Background: an optimization exercise with open tools, aiming at small area and a short achievable clock period. Do not read the settings as production practice.
In this exercise RTL edits were held to simulation tests only and were not proved equivalent to the original.
Power and IR drop assume default switching activity.

==> flow/design.v <==
`default_nettype none
module risc16b
  (
   input wire          clk,
   input wire          rst,
   output logic [15:0] i_addr,
   output logic        i_oe,
   input wire [15:0]   i_din,
   output logic [15:0] d_addr,
   output logic        d_oe,
   input wire [15:0]   d_din,
   output logic [15:0] d_dout,
   output logic [1:0]  d_we
   );
   logic [15:0] pc;         
   logic [15:0] ir1;        
   logic        v1;         
   logic [15:0] rf [8];     
   logic [15:0] opa;        
   logic [15:0] opb;        
   logic [2:0]  dst;        
   logic        inv_r;      
   logic        a_rsb;      
   logic        arith;      
   logic        c_p, c_g, c_x, c_y, c_ny;   
   logic        s_l8, s_r8, s_l1, s_r1;     
   logic        is_lw, is_lbu;
   logic        we;         
   logic        st_w, st_b, ld_oe;
   logic        dsel;       
   wire [15:0] x = opa;
   wire [15:0] y = opb;
   wire [15:0] p   = x ^ y;
   wire [15:0] g   = x & y;
   wire [15:0] u   = {p[15:9], p[8] ^ a_rsb, x[7:0]};
   wire [15:0] v   = {g[14:9], (x[8] & y[8]) | (a_rsb & p[8]), 1'b0, y[7:0]};
   wire [15:0] sum = u + v;
   wire [15:0] lu = (p & {16{c_p}}) | (g & {16{c_g}}) |
                    (x & {16{c_x}}) | (y & {16{c_y}}) | (~y & {16{c_ny}});
   wire [15:0] sh = ({y[7:0], 8'd0} & {16{s_l8}}) | ({8'd0, y[15:8]} & {16{s_r8}}) |
                    ({y[14:0], 1'b0} & {16{s_l1}}) | ({1'b0, y[15:1]} & {16{s_r1}});
   wire [7:0]  lbyte = y[0] ? d_din[7:0] : d_din[15:8];
   wire [15:0] ld = ({16{is_lw}} & d_din) | {8'd0, lbyte & {8{is_lbu}}};
   wire [15:0] res = lu | sh | ld | ((sum ^ {16{inv_r}}) & {16{arith}});
   wire [15:0] kz = inv_r ? {u[14:0] & v[14:0], 1'b0} : {u[14:0] | v[14:0], 1'b0};
   wire        z_arith = ((u ^ v ^ {16{inv_r}} ^ kz) == 16'd0);
   wire        z_ls    = ((lu | sh) == 16'd0);
   wire        zlo     = (d_din[7:0] == 8'd0);
   wire        zhi     = (d_din[15:8] == 8'd0);
   wire        z_ld    = is_lw ? (zlo & zhi) : (y[0] ? zlo : zhi);
   wire        res_zero = arith ? z_arith : (is_lw | is_lbu) ? z_ld : z_ls;
   assign d_addr = y;
   assign d_oe   = ld_oe;
   assign d_dout = {dsel ? x[7:0] : x[15:8], x[7:0]};
   assign d_we   = {st_w | (st_b & y[0]), st_w | (st_b & ~y[0])};
   wire [15:0] wdata = res & {16{~rst}};
   always_ff @(posedge clk)
     for (int i = 0; i < 8; i++)
       if (rst | (we & (dst == i)))
         rf[i] <= wdata;
   wire [4:0] op1 = ir1[15:11];
   wire [4:0] fn1 = ir1[4:0];
   wire [2:0] d1  = ir1[10:8];
   wire [2:0] s1  = ir1[7:5];
   logic [15:0] rfa, rfb;
   always_comb begin
      rfa = 16'd0;
      rfb = 16'd0;
      for (int i = 0; i < 8; i++) begin
         rfa = rfa | (rf[i] & {16{d1 == i}});
         rfb = rfb | (rf[i] & {16{s1 == i}});
      end
   end
   wire        fwd_a = we & (d1 == dst);
   wire        fwd_b = we & (s1 == dst);
   wire z = fwd_a ? res_zero : (rfa == 16'd0);
   wire n = fwd_a ? res[15] : rfa[15];
   wire taken = v1 & ((op1 == 5'b10000 &  z) | (op1 == 5'b10001 & ~z) |
                      (op1 == 5'b10010 &  n) | (op1 == 5'b10011 & ~n) |
                      (op1 == 5'b11000));
   wire [7:0]  lo_t;
   wire        c8;
   assign {c8, lo_t} = {1'b0, pc[7:0]} + {1'b0, ir1[7:0]};
   logic [7:0] hi_inc, hi_dec;            
   logic [6:0] lo_inc;                    
   logic       c8i;
   always_comb begin
      logic ci, cd;
      ci = 1'b1;
      cd = 1'b1;
      for (int i = 0; i < 8; i++) begin
         hi_inc[i] = pc[8+i] ^ ci;
         hi_dec[i] = pc[8+i] ^ cd;
         ci = ci & pc[8+i];
         cd = cd & ~pc[8+i];
      end
      ci = 1'b1;
      for (int i = 0; i < 7; i++) begin
         lo_inc[i] = pc[1+i] ^ ci;
         ci = ci & pc[1+i];
      end
      c8i = ci;
   end
   wire        s8 = ir1[7];
   wire [15:0] target = {(c8 & ~s8) ? hi_inc : (~c8 & s8) ? hi_dec : pc[15:8], lo_t};
   wire [15:0] pc2    = {c8i ? hi_inc : pc[15:8], lo_inc, pc[0]};
   wire        rform1 = (op1 == 5'b00000);
   wire [3:0]  aop1   = rform1 ? fn1[3:0] : op1[3:0];
   wire        lw1    = rform1 & (fn1 == 5'b10001);
   wire        lbu1   = rform1 & (fn1 == 5'b10011);
   wire        wr1    = ~op1[4] & ~(rform1 & fn1[4] & ~fn1[0]);
   logic [15:0] af;                        
   always_comb
     for (int i = 0; i < 16; i++)
       af[i] = wr1 & ~lw1 & ~lbu1 & (aop1 == i);
   wire        ok1    = v1 & ~rst;
   wire [15:0] imm1   = {{8{(op1 == 5'b00100) & ir1[7]}}, ir1[7:0]};
   wire [15:0] asel1  = fwd_a ? res : rfa;
   wire [15:0] bsel1  = ~rform1 ? imm1 : fwd_b ? res : rfb;
   always_ff @(posedge clk) begin
      pc     <= (taken ? target : pc2) & {16{~rst}};
      v1     <= ~rst;
      ir1    <= i_din;
      opa    <= asel1 ^ {16{af[5] | af[12]}};
      opb    <= bsel1;
      a_rsb  <= af[12];
      dst    <= d1;
      inv_r  <= af[5];
      arith  <= af[4] | af[5] | af[12];
      c_p    <= af[3] | af[11];
      c_g    <= af[10] | af[11];
      c_x    <= af[0];
      c_y    <= af[1];
      c_ny   <= af[2];
      s_l8   <= af[6];
      s_r8   <= af[7];
      s_l1   <= af[8];
      s_r1   <= af[9];
      is_lw  <= lw1;
      is_lbu <= lbu1;
      we     <= ok1 & wr1;
      st_w   <= ok1 & rform1 & (fn1 == 5'b10000);
      st_b   <= ok1 & rform1 & (fn1 == 5'b10010);
      ld_oe  <= ok1 & rform1 & fn1[4] & fn1[0];
      dsel   <= fn1[1];
   end
   assign i_addr = pc;
   assign i_oe   = 1'b1;
endmodule
`default_nettype wire
clock: 7.0 ns
lec_check: 0
abc_area: 1
cap_margin: 20
core_margin: 2
core_utilization: 65
place_density: 0.75
setup_slack_margin: 4.0
slew_margin: 20
tns_end_percent: 0
run.sh (not shown) runs the stock make flow with config.mk's settings and CLKGATE_MAP_FILE= SYNTH_SCRIPT=/design/flow/synth_recipe.tcl, a recipe that flattens the netlist after the stock synthesis.
The baseline completed without violations.
Then changed:
CORE_UTILIZATION = 70   (was 65)
PLACE_DENSITY = 0.8   (was 0.75)
SETUP_SLACK_MARGIN = 5   (was 4.0)
Result:
- The new run produced a clean layout
- sequential share of layout area came out lower by 0.47 points
- routed wire length came out higher by about 7%
- core utilization grows by 8.1 points
Then changed:
CTS_BUF_LIST = sky130_fd_sc_hd__clkbuf_4 sky130_fd_sc_hd__clkbuf_8   (was unset)
SETUP_SLACK_MARGIN = 4.5   (was 5)
What happened:
- sequential share of layout area hardly moves
- final area falls by about 0.5%
- total power came out lower by about 1.6%
- final cell count grows by 1.1%
- wire length barely changes
Then changed:
CTS_BUF_LIST = unset   (was sky130_fd_sc_hd__clkbuf_4 sky130_fd_sc_hd__clkbuf_8)
Effect: Hold slack got worse by 24 ps; wire length stays flat; setup slack gains 18 ps; fmax increases by 0.60%; total power came out higher by 1.6%; final cell count goes down by 1.1%.

-- re-timing with driven ports --
In the flow no input, the clock included, has a driving cell. The finished layouts below were timed again as built, in two steps.
Step 1 (the two cells are an assumption about what drives the block):
set clk [get_ports {clk}]
set_driving_cell -lib_cell sky130_fd_sc_hd__clkbuf_16 $clk
set_driving_cell -lib_cell sky130_fd_sc_hd__buf_2 [delete_from_list [all_inputs] $clk]
Step 2 adds t to the input delays and takes it off the output delays; t is the mean of the earliest and latest rising clock arrival at the registers after step 1. Input paths then give back, and output paths get back, about the clock's delay inside the block.
Slacks: ideal ports / drivers / drivers and shift; pairs: ideal ports / drivers.
run | t, ns | setup WS [ns] | clock arrival spread, ns | slew at the worst register clock pin (ns) | worst slew at a driven data input, ns
the first run | 0.558 | 3.750 / 3.703 / 3.312 | 0.017 / 0.016 | 0.07 / 0.07 | 0.06
the second run | 0.573 | 4.024 / 3.977 / 3.509 | 0.032 / 0.033 | 0.07 / 0.07 | 0.05
the third run | 0.571 | 4.006 / 3.960 / 3.466 | 0.050 / 0.051 | 0.08 / 0.08 | 0.06
the fourth run | 0.573 | 4.024 / 3.977 / 3.509 | 0.032 / 0.033 | 0.07 / 0.07 | 0.05
After both steps every run listed still meets setup and hold. For the third run, which loses most, drivers alone change the setup slack by -0.046 ns; drivers and shift together by -0.540 ns.
